What follows belongs to an exercise in optimizing a design on an open flow for small area; a production flow would make more cautious choices. Only simulation tests tie the RTL to the original design; equivalence was not proved. Power is estimated from default activity; no workload was simulated.

==> design.v <==
module ws2812b (
    input  logic       bits,
    input  logic [1:0] colour,    
    input  logic [1:0] third,
    input  logic [2:0] rgb,       
    output logic       ws2812b_out
);
    logic bitval;
    always_comb begin
        case (colour)
            2'd0: bitval = rgb[1];
            2'd1: bitval = rgb[2];
            default: bitval = rgb[0];
        endcase
        ws2812b_out = bits & ((third == 2'd0) | (bitval & (third == 2'd1)));
    end
endmodule
module controller (
    input  logic       clk,
    input  logic       rst,
    output logic       rd,
    output logic       bits,
    output logic [5:0] pixel,
    output logic [1:0] colour,   
    output logic [1:0] third
);
    localparam [1:0] READ = 2'd0, PRE = 2'd1, BITS = 2'd2, IDLE = 2'd3;
    logic [1:0] ph;
    logic [2:0] q5;     
    logic [1:0] t3;     
    logic [4:0] n;      
    logic [5:0] pix;    
    logic q_end, t_end, n_end, pix_end, idle_end, clr;
    assign q_end = (q5 == 3'd4);
    assign t_end = q_end & (t3 == 2'd2);
    assign n_end = t_end & (n == 5'd23);
    assign pix_end = (ph == BITS) & (n == 5'd23) & (t3 == 2'd2) & (q5 == 3'd3);
    assign idle_end = (ph == IDLE) & (pix == 6'd5) & (n == 5'd13) & (t3 == 2'd0) & q_end;
    assign clr = pix_end | idle_end | (ph == PRE);
    always_ff @(posedge clk) begin
        if (rst) begin
            ph <= READ;
            q5 <= 3'd0;
            t3 <= 2'd0;
            n <= 5'd0;
            pix <= 6'd0;
        end else begin
            case (ph)
                READ: ph <= PRE;
                PRE: if (q5 == 3'd1) ph <= BITS;
                BITS: if (pix_end) ph <= (pix == 6'd63) ? IDLE : READ;
                default: if (idle_end) ph <= READ;
            endcase
            if (ph != READ)
                q5 <= (q_end | (ph == PRE & q5 == 3'd1) | pix_end) ? 3'd0 : q5 + 3'd1;
            if (pix_end | idle_end) begin
                t3 <= 2'd0;
                n <= 5'd0;
            end else if (ph[1]) begin
                if (q_end) t3 <= (t3 == 2'd2) ? 2'd0 : t3 + 2'd1;
                if (t_end) n <= (n == 5'd23) ? 5'd0 : n + 5'd1;
            end
            if (idle_end)
                pix <= 6'd0;
            else if (pix_end | (ph == IDLE & n_end))
                pix <= pix + 6'd1;
        end
    end
    assign rd = (ph == READ);
    assign bits = (ph == BITS);
    assign pixel = pix;
    assign colour = n[4:3];
    assign third = t3;
endmodule
module game_of_life #(
    parameter [63:0] INIT_GRID = 64'h0
)(
    input  logic       clk,
    input  logic       rst,
    input  logic       load,
    input  logic       load_bit,
    input  logic [7:0] fsel,       
    input  logic       use_s0,     
    input  logic       save_s0,    
    input  logic       borrow,     
    input  logic [7:0] wcol,       
    input  logic [7:0] wcol7,      
    output logic [7:0] fetch,      
    output logic [7:0] wdata       
);
    logic [63:0] grid;
    logic [7:0]  a, b, s0;          
    logic [7:0]  nxt;               
    logic [7:0]  rcol;
    always_comb begin
        for (int m = 0; m < 8; m++)
            fetch[m] = |(grid[m * 8 +: 8] & fsel);
    end
    assign rcol = use_s0 ? s0 : fetch;
    logic [1:0] g [8];
    logic [1:0] h [8];
    always_comb begin
        for (int r = 0; r < 8; r++) begin
            g[r] = 2'(b[r]) + 2'(rcol[r]);
            h[r] = g[r] + 2'(a[r]);
        end
        for (int r = 0; r < 8; r++) begin
            logic [3:0] n;
            n = 4'(h[(r + 7) % 8]) + 4'(g[r]) + 4'(h[(r + 1) % 8]);
            nxt[r] = (n[3:1] == 3'd1) & (n[0] | a[r]);
        end
        for (int m = 0; m < 8; m++)
            wdata[m] = borrow ? nxt[(m + 1) % 8] : nxt[m];
    end
    always_ff @(posedge clk) begin
        a <= fetch;
        b <= a;
        if (save_s0)
            s0 <= fetch;
    end
    always_ff @(posedge clk) begin
        for (int q = 0; q < 64; q++) begin
            if (rst)
                grid[q] <= INIT_GRID[q];
            else if ((q / 8 == 7) ? wcol7[q % 8] : wcol[q % 8])
                grid[q] <= wdata[q / 8];
            else if (load)
                grid[q] <= (q == 63) ? load_bit : grid[(q + 1) % 64];
        end
    end
endmodule
module top (
    input  logic clk,
    input  logic rst,
    input  logic load,
    input  logic [2:0] load_rgb,
    output logic _48b
);
    localparam [14:0] TICK_FIRST = 15'h0001;
    localparam [14:0] TICK_LAST  = 15'h57EA;
    logic [14:0] div_lfsr;
    logic tick;
    always_ff @(posedge clk) begin
        if (rst) begin
            div_lfsr <= TICK_FIRST;
            tick <= 1'b0;
        end else if (div_lfsr == TICK_LAST) begin
            div_lfsr <= TICK_FIRST;
            tick <= 1'b1;
        end else begin
            div_lfsr <= {div_lfsr[13:0], div_lfsr[14] ^ div_lfsr[13]};
            tick <= 1'b0;
        end
    end
    logic       go;
    logic       win;        
    logic [3:0] eoff;       
    logic [9:1] wstep;
    assign wstep = div_lfsr[9:1];
    assign go = tick & ~load;
    always_ff @(posedge clk) begin
        if (rst)
            win <= 1'b0;
        else
            win <= go | (win & ~wstep[9]);
        eoff <= go ? 4'hF : eoff + 4'd1 - 4'(load);
    end
    logic       busy;       
    logic       cw;         
    logic [3:0] wpos;       
    logic       borrow;
    logic [2:0] jw;
    logic [2:0] fcolr;      
    logic [7:0] wcol, wcol7;
    assign busy = go | (win & ~wstep[9]);
    assign cw = win & ~wstep[1];
    assign wpos = eoff - 4'(load);
    assign borrow = cw & wpos[3];
    assign jw = wpos[2:0];
    assign fcolr = 3'(eoff + 4'd1);
    always_comb begin
        for (int j = 0; j < 8; j++) begin
            wcol[j] = cw & (jw == 3'(j));
            wcol7[j] = wcol[j] & ~borrow;
        end
    end
    logic       rd;
    logic       bits;
    logic [5:0] pixel;
    logic [1:0] colour;
    logic [1:0] third;
    logic       pend;
    logic [5:0] pos;        
    logic [2:0] rgb;        
    logic [5:0] tgt;        
    logic [2:0] fcol;
    assign tgt = rd ? pixel : pos - 6'(load);
    assign fcol = go ? 3'd7 : busy ? fcolr : pos[2:0];
    logic [7:0] fsel;
    always_comb begin
        for (int j = 0; j < 8; j++)
            fsel[j] = (fcol == 3'(j));
    end
    logic [7:0] r_fetch, g_fetch, b_fetch;
    logic [7:0] r_wdata, g_wdata, b_wdata;
    game_of_life #(.INIT_GRID(64'hE000_0000_0000_0000)) u_red_gol (
        .clk(clk), .rst(rst), .load(load), .load_bit(load_rgb[2]),
        .fsel(fsel), .use_s0(win & wstep[9]), .save_s0(win & wstep[1]), .borrow(borrow),
        .wcol(wcol), .wcol7(wcol7), .fetch(r_fetch), .wdata(r_wdata));
    game_of_life #(.INIT_GRID(64'h001C_0000_0000_0000)) u_green_gol (
        .clk(clk), .rst(rst), .load(load), .load_bit(load_rgb[1]),
        .fsel(fsel), .use_s0(win & wstep[9]), .save_s0(win & wstep[1]), .borrow(borrow),
        .wcol(wcol), .wcol7(wcol7), .fetch(g_fetch), .wdata(g_wdata));
    game_of_life #(.INIT_GRID(64'h0000_0700_0000_0000)) u_blue_gol (
        .clk(clk), .rst(rst), .load(load), .load_bit(load_rgb[0]),
        .fsel(fsel), .use_s0(win & wstep[9]), .save_s0(win & wstep[1]), .borrow(borrow),
        .wcol(wcol), .wcol7(wcol7), .fetch(b_fetch), .wdata(b_wdata));
    logic wrp;          
    logic wrp_now;
    logic tgt_written;
    assign wrp_now = ~rd & (wrp | (pos == 6'd0 & load));
    assign tgt_written = cw & (tgt[2:0] == jw) & ((tgt[5:3] != 3'd7) | ~borrow | wrp_now);
    always_ff @(posedge clk) begin
        if (rst) begin
            pend <= 1'b0;
        end else if (rd | pend) begin
            pos <= tgt;
            wrp <= wrp_now;
            if (tgt_written) begin
                rgb <= {r_wdata[tgt[5:3]], g_wdata[tgt[5:3]], b_wdata[tgt[5:3]]};
                pend <= 1'b0;
            end else if (!rd && !busy) begin
                rgb <= {r_fetch[pos[5:3]], g_fetch[pos[5:3]], b_fetch[pos[5:3]]};
                pend <= 1'b0;
            end else begin
                pend <= 1'b1;
            end
        end
    end
    controller u_ctrl (
        .clk(clk), .rst(rst), .rd(rd), .bits(bits),
        .pixel(pixel), .colour(colour), .third(third));
    ws2812b u_ws (
        .bits(bits), .colour(colour), .third(third), .rgb(rgb), .ws2812b_out(_48b));
endmodule
==> flow/run.sh <==
#!/bin/bash
# The standard layout, except for synthesis: the combinational logic is
# mapped with an area-oriented ABC script (flow/abc_area.script) and without
# Yosys's full-adder extraction. Registers, flattening and renaming are those
# of the standard synthesis (same synth_recipe.tcl).
set -euo pipefail
rm -rf scripts_area
cp -r "$FLOW_HOME/scripts" scripts_area
cp flow/abc_area.script scripts_area/abc_area.script
bash standard.sh SCRIPTS_DIR="$PWD/scripts_area" ADDER_MAP_FILE= synth > synth.log 2>&1
bash standard.sh finish > layout.log 2>&1
==> flow/abc_area.script <==
strash
&get -n
&deepsyn -T 20
&put
dch -f
amap
strash
dch -f
amap
topo
==> standard.sh <==
#!/bin/bash
# synth_recipe.tcl (not shown) runs the flow's synth.tcl, then flattens the netlist and writes it again
# the make line also repeats each setting of config.mk as NAME=value (left out here)
make -C /OpenROAD-flow-scripts/flow DESIGN_CONFIG=/design/flow/config.mk WORK_HOME=/design/flow/orfs CLKGATE_MAP_FILE= SYNTH_SCRIPT=/design/flow/synth_recipe.tcl "${@:-finish}"
==> config.mk <==
export PLATFORM = sky130hd
export DESIGN_NAME = top
export DESIGN_NICKNAME = top
export VERILOG_FILES = /design/flow/design.v
export SDC_FILE = /design/flow/constraint.sdc
export NUM_CORES = 4
export LEC_CHECK = 0
export ABC_AREA = 1
export CAP_MARGIN = 20
export CORE_MARGIN = 2
export CORE_UTILIZATION = 70
export CTS_BUF_LIST = sky130_fd_sc_hd__clkbuf_8
export CTS_CLUSTER_DIAMETER = 100
export CTS_CLUSTER_SIZE = 16
export SLEW_MARGIN = 20
==> constraint.sdc <==
create_clock -name core_clock -period 10.0 [get_ports {clk}]
set_input_delay 2.0000 -clock core_clock [delete_from_list [all_inputs] [get_ports {clk}]]
set_output_delay 2.0000 -clock core_clock [all_outputs]
set_load 0.01 [all_outputs]
==> summary.txt, run 1 <==
Status
  • Outcome: complete, no violations

Cells and area
  • Layout Utilization: 76.4%
  • Most common cell after layout, fill and taps aside: dfxtp_1
  • Fin nets: 1799
  • Commonest cells after routing, fill and taps aside: dfxtp_1, o21ai_0, nor2_1, clkinv_1, a22oi_1
  • Fillers: around 1500
  • Antenna cell count: 0
  • Layout cell share with drive strength beyond 1: about 4.2%
  • Area Growth Syn to Fin: 7.59%

Logic synthesis
  • Top FF cell, synth: dfxtp_1
  • Synth Cell Area: roughly 14000 um^2
  • Ys async rst share: 0%
  • Distinct cells, synth: 45
  • Syn avg cell area: 8.29 um^2
  • Syn nets: 1734
  • Register bit total from synthesis: approximately 310
  • Register area share after synthesis: around 46%
  • EDFF count, synth: 34
  • Ys Warns: 12
  • Syn Inst Count: around 1700

Floorplanning
  • Site Rows: 52
  • Boundary pin count: 7
  • Die Width: between 100 and 150 um
  • Placeable Area: ~20000 um^2
  • Die H: approximately 150 um
  • Initial Util: a little under three quarters
  • Full die area: ~22000 um^2

Routing
  • 1st-pass router iterations: 9
  • Final wirelength: approximately 47000 um
  • Antenna Nets Post-Route: 0
  • Wirelength per Cell: between 20 and 25 um
  • Vias: 14700
  • Vias per cell: roughly 7.1
  • # DRC: 0
  • Initial DRC Count: roughly 2400

CTS
  • Sink Count: around 310
  • Reg clk slew, reported paths: ~120 ps
  • TritonCTS clock tree: done
  • Number of CTS-inserted buffers: 23
  • # H-tree levels: 1
  • Postcts setup bufs: 0
  • CTS Hold Bufs: 0
  • CTS-repair resized insts: 0
  • Clock Path Buffers: 3
  • CTS Root Cell: clkbuf_8
  • Clk latency of the worst-skew pair: about 600 ps

Timing
  • Final Hold Violating Endpoints: 0
  • Max-slew violations: 0
  • Setup ws final: approximately 1300 ps
  • Setup TNS: 0 ps
  • Slew @ Worst Pin: 1190 ps
  • Final Setup Violations: 0
  • Slew headroom: 20.4%
  • Hold Worst Slack: 374 ps
  • Max Clock Freq: 0.115 GHz
  • Crit path time final: 8720 ps
  • Final Cycle Share: 87.2%
  • RSZ-0062 raised after global routing: false
  • Clk_skew: ~44 ps

Power and ir drop
  • Clock power frac: between 20% and 30%
  • Pint: 1820 uW
  • P_leak: 0.00505 uW
  • Pwr Total: between 3000 and 4000 uW
  • Peak VDD IR: approximately 0.00015 V
  • Seq pwr share: between 40% and 50%
  • Combinational share of power: about a third
  • P_sw: between 1000 and 1500 uW
  • PwrDens: approximately 200 nW/um^2
  • Sw Share: 39.5%

Placed design
  • Post-Place Setup Slack: ~1100 ps
  • Port bufs: 6
  • Routability cong.: about 0.97
  • Post-DP HPWL: ~31000 um

Setup path
  • Data arrival, critical path: 9050 ps
  • Critical Path RT: ~10000 ps
  • Crit. End Element: flip-flop
  • Crit path max fanout: 12
  • Crit path launch type: input pin
  • Crit Path Class: in2reg

Global route
  • Antenna violations before repair: 0
  • Vias in the first global route: roughly 14000
  • First-pass GRT wire length: between 70000 and 80000 um
  • GR Overflow Total: 0
  • Largest net degree at the start of global routing: 31
  • Overall Global Routing Usage: about 42%

Worst hold path
  • Worst Hold Class: reg2reg

Flow run
  • Max_cap viols: 0
sequential cells by signal, indices dropped and copies added, names as in the netlist, 2 cells and up:
name / cells
u_ctrl.pix: 6
u_ctrl.t3: 2
u_red_gol.grid: 64
eoff: 4
u_blue_gol.a: 8
u_green_gol.s0: 8
u_ctrl.n: 5
u_red_gol.a: 8
u_blue_gol.b: 8
u_green_gol.a: 8
u_blue_gol.grid: 64
u_blue_gol.s0: 8
u_ctrl.ph: 2
u_red_gol.s0: 8
pos: 6
div_lfsr: 15
rgb: 3
u_green_gol.grid: 64
u_red_gol.b: 8
u_ctrl.q5: 3
u_green_gol.b: 8
worst paths after layout:
kind / from / to / slack, ps / cells past startpoint
max reg2reg: eoff[1] / rgb[0] / 2900 / 26
min: u_red_gol.a[7] / u_red_gol.b[7] / 370 / 0
max: load / rgb[0] / 1280 / 27
min reg2reg: u_red_gol.a[7] / u_red_gol.b[7] / 370 / 0
cell type report:
| class | instances | area, um^2 | area share (%) |
|---|---|---|---|
| clock buffers | 23 | 317 | 2.05 |
| clock inverters | 10 | 50.0 | 0.325 |
| inverters | 187 | 702 | 4.55 |
| multi-input cells | 1227 | 7070 | 45.8 |
| flip-flops and latches | 314 | 6630 | 43.0 |
| well taps | 270 | 338 | 2.19 |
| repair buffers | 40 | 315 | 2.05 |
power groups by stage:
stage / sequential, uW / combinational [uW] / clock [uW]
2_1_floorplan: 1410 / 631 / 0
3_3_place_gp: 1420 / 911 / 0
3_5_place_dp: 1430 / 936 / 0
4_1_cts: 1400 / 941 / 622
5_1_grt: 1400 / 1050 / 668
6_report: 1400 / 986 / 625
cell families (layout without fill, tap and decap cells):
kind of cell           Yosys count  after routing  synth area share (%)
AO/OA/AOI/OAI                  761            761                  34.8
buffers and inverters          187            260                  4.90
flip-flops                     314            314                  46.2
AND/OR/NAND/NOR                466            466                  14.1
cells in the mapped netlist, drive strengths merged (13+ instances only):
library cell | number | area share, %
dfxtp | 280 | 39
o21ai | 241 | 8.4
nor2 | 238 | 6.2
clkinv | 187 | 4.9
a22oi | 181 | 9.5
a21oi | 101 | 3.5
nand2 | 95 | 2.5
o22ai | 65 | 2.8
nor3 | 47 | 1.6
a222oi | 34 | 2.4
edfxtp | 34 | 7.1
nor2b | 25 | 1.1
o22a | 24 | 1.5
o21a | 22 | 1.2
a22o | 21 | 1.3
o221ai | 14 | 0.86
nand3 | 13 | 0.45
worst max-delay path, cell delays in order:
cell             delay (ps)
clkdlybuf4s50_1         530
clkinv_1                200
nand2_1                 220
o21ai_0                 220
o22ai_1                 530
clkinv_1                350
nor3_2                  990
a222oi_1                280
nand2_1                 100
a221oi_1                120
clkinv_1                150
o22ai_1                 130
o21ai_0                 460
nor2_1                  120
a21oi_1                 370
clkinv_1                160
nor2_1                  150
a21oi_1                  70
nor2b_1                 150
o21ai_0                 170
o31ai_1                 120
a21oi_1                 150
a211oi_1                100
o22ai_1                 740
nand3_1                 170
a31oi_1                 170
o32ai_1                 100
per-stage QoR:
stage,instances,instance area (um^2)
2_1_floorplan,1728,14300
3_3_place_gp,2038,15000
3_5_place_dp,2038,15000
4_1_cts,2071,15400
5_1_grt,2071,15400
6_report,2071,15400
layer usage:
| metal | global-route usage (%) | wire [um] | vias to the layer above |
|---|---|---|---|
| met5 | 0 | 0 | - |
| met4 | 25.1 | 3170 | 0 |
| met3 | 10.3 | 6150 | 291 |
| met2 | 65.1 | 20000 | 1058 |
| met1 | 53.5 | 17400 | 6719 |
| li1 | - | - | 6666 |
==> run 2, diff against run 1 <==
--- a/config.mk
+++ b/config.mk
@@ -8,7 +8,7 @@
 export ABC_AREA = 1
 export CAP_MARGIN = 20
 export CORE_MARGIN = 2
-export CORE_UTILIZATION = 70
+export CORE_UTILIZATION = 75
 export CTS_BUF_LIST = sky130_fd_sc_hd__clkbuf_8
 export CTS_CLUSTER_DIAMETER = 100
 export CTS_CLUSTER_SIZE = 16
==> summary.txt, run 2 <==
Placed design
  • Port bufs: 6
  • Routability cong.: approximately 1.0
  • Post-DP HPWL: 31100 um
  • Placed Cells: ~2000

Cells and area
  • Area Growth Syn to Fin: 7.25%
  • Fin nets: about 1800
  • Commonest cells after routing, fill and taps aside: dfxtp_1, o21ai_0, nor2_1, clkinv_1, a22oi_1
  • Layout cell share with drive strength beyond 1: between 3 and 4%
  • Most common cell after layout, fill and taps aside: dfxtp_1
  • Fillers: 1254
  • Regs by FF count: u_blue_gol.grid x64, u_green_gol.grid x64, u_red_gol.grid x64
  • Register area: about 6600 um^2
  • Non-Filler Instances: 2036
  • Multi-input gate area: roughly 7100 um^2

Floorplanning
  • Boundary pin count: 7
  • Die Width: approximately 140 um
  • Initial Util: 76.6%
  • Placeable Area: around 19000 um^2
  • Site Rows: 50
  • Full die area: just over 20000 um^2
  • Die H: between 100 and 150 um

Timing
  • Final Hold Violating Endpoints: 0
  • Slew @ Worst Pin: ~1300 ps
  • Final Cycle Share: just under 90%
  • RSZ-0062 raised after global routing: false
  • Clk_skew: ~37 ps
  • Final Setup Violations: 0
  • Setup TNS: 0 ps
  • Max Clock Freq: between 0.1 and 0.15 GHz
  • Max-slew violations: 0
  • Slew headroom: 12.5%
  • Crit path time final: 8860 ps

Routing
  • Vias per cell: between 7 and 8
  • Vias: about 15000
  • # DRC: 0
  • 1st-pass router iterations: 10
  • Final wirelength: ~47000 um
  • Initial DRC Count: ~2700
  • Antenna Nets Post-Route: 0
  • Wirelength per Cell: approximately 23 um

Logic synthesis
  • Top FF cell, synth: dfxtp_1
  • Register bit total from synthesis: 314
  • Post-synth top area share: between 30 and 40%
  • Synth cell count leaders: dfxtp_1, o21ai_0, nor2_1
  • Syn Inst Count: approximately 1700
  • Ys Warns: 12
  • Count leader, synth: dfxtp_1
  • EDFF count, synth: 34
  • Largest cells by area after synthesis: dfxtp_1, a22oi_1, o21ai_0
  • Ys async rst share: 0%
  • Distinct cells, synth: between 40 and 50
  • Synth Cell Area: around 14000 um^2
  • Syn avg cell area: a little over 8 um^2
  • Register area share after synthesis: 46.2%
  • Post-synth top area cell: dfxtp_1
  • Syn nets: about 1700

CTS
  • TritonCTS clock tree: done
  • CTS-repair resized insts: 0
  • CTS Hold Bufs: 0
  • Clk latency of the worst-skew pair: 600 ps
  • # H-tree levels: 1
  • Postcts setup bufs: 0
  • Clock Path Buffers: 3
  • Number of CTS-inserted buffers: 23
  • Reg clk slew, reported paths: approximately 110 ps
  • CTS Root Cell: clkbuf_8
  • Sink Count: between 300 and 400

Status
  • Outcome: complete, no violations

Setup path
  • Reg2Reg Depth: 26
  • Crit path launch type: input pin
  • Worst path depth: 26
  • FF-to-FF Start: div_lfsr[9]
  • Data arrival, critical path: around 9000 ps
  • CP max-delay cell: nor3_2
  • Crit. End Element: flip-flop
  • Crit Path Class: in2reg
  • Crit path top cell by count: o22ai_1
  • Crit path largest cell delay: 1110 ps
  • Reg-to-Reg End: rgb[1]
  • Crit path max fanout: 12
  • Critical Path RT: 10340 ps
  • CP Buf/Inv Count: 6
  • Setup slack, reg-to-reg: around 2500 ps
  • Delay-heaviest family, CP: compound AO/OA/AOI/OAI gates

Flow run
  • Max_cap viols: 0

Global route
  • First-pass GRT wire length: 71800 um
  • Overall Global Routing Usage: between 40% and 50%
  • Antenna violations before repair: 0
  • GR Overflow Total: 0
  • Vias in the first global route: roughly 14000
  • Largest net degree at the start of global routing: 31

Worst hold path
  • HP Start: u_red_gol.a[7]
  • Worst Hold Class: reg2reg
  • WHS Endpoint: u_red_gol.b[7]
  • Hold Crit Depth: 0

Power and ir drop
  • Peak VDD IR: between 0.00015 and 0.0002 V
  • PwrDens: between 150 and 200 nW/um^2
  • P_leak: between 0.005 and 0.006 uW
[run 2: cell count changes in the layout (fill, tap and decap cells not counted)]
cell	delta
nor2_2	-6
nor2_1	+5
buf_4	+2
inv_1	-2
diode_2	+1
nor2_4	+1
nor4_1	+1
nor4_2	-1
[run 2: worst max-delay path by stage]
stage | start | endpoint
after floorplan | load | rgb[1]
after global placement | load | rgb[1]
after detailed placement | load | rgb[1]
after CTS | load | rgb[1]
after global routing | load | rgb[2]
final | load | rgb[1]
[run 2: metal layers]
metal / vias to the layer above / global-route usage [%] / wire length [um]
li1: 6664 / - / -
met1: 6649 / 56.8 / 16800
met2: 1264 / 71.6 / 19800
met3: 389 / 10.5 / 6500
met4: 0 / 27.0 / 3570
met5: - / 0 / 0
[run 2: kinds of logic (layout without fill, tap and decap cells)]
logic type	count (synthesis)	count (layout)	share of synthesized area [%]
other	0	1	0
AO/OA/AOI/OAI	761	761	34.8
AND/OR/NAND/NOR	466	466	14.1
buffers and inverters	187	260	4.90
flip-flops	314	314	46.2
[run 2: power by group]
group	internal [uW]	switching, uW
combinational	266	740
clock	214	409
sequential	1340	55.2
total	1820	1200
[run 2: area by class of cell]
class                   instances  share of cell area (%)
diodes                          1                  0.0163
clock buffers                  23                    2.06
clock inverters                 8                   0.277
inverters                     187                    4.57
multi-input cells            1227                    45.9
flip-flops and latches        314                    43.1
well taps                     234                    1.91
repair buffers                 42                    2.15
[run 2: per-stage QoR]
stage	util, %	setup slack (ps)	hold slack [ps]	instance area (um^2)	power [uW]
2_1_floorplan	-	2410	338	14300	2040
3_3_place_gp	80.2	1510	341	15000	2340
4_1_cts	82.1	1640	365	15400	2960
5_1_grt	82.1	983	385	15400	3130
3_5_place_dp	80.2	1120	349	15000	2370
6_report	82.1	1140	365	15400	3030

static timing again, ports no longer ideal:
Ports are ideal in the flow. The routed layouts listed here were re-timed in OpenROAD.
Step 1 sets driving cells, clkbuf_16 on the clock port and buf_2 on the other inputs (assumed; they add their load-dependent delay and slew).
Step 2 times the ports against the registers' clock, not the clock port: input delays grow and output delays shrink by t, the midpoint of the rising clock arrivals with the driver on.
a / b / c = ideal / step 1 / step 2; a / b = the first two.
run	t, ns	slack for setup (ns)	latest minus earliest clock arrival (ns)
run 1	0.629	1.283 / 1.308 / 0.680	0.044 / 0.045
run 2	0.628	1.136 / 1.156 / 0.528	0.038 / 0.038
After both steps every run listed still meets setup and hold. For run 2, which loses most, drivers alone change the setup slack by +0.020 ns; drivers and shift together by -0.608 ns.
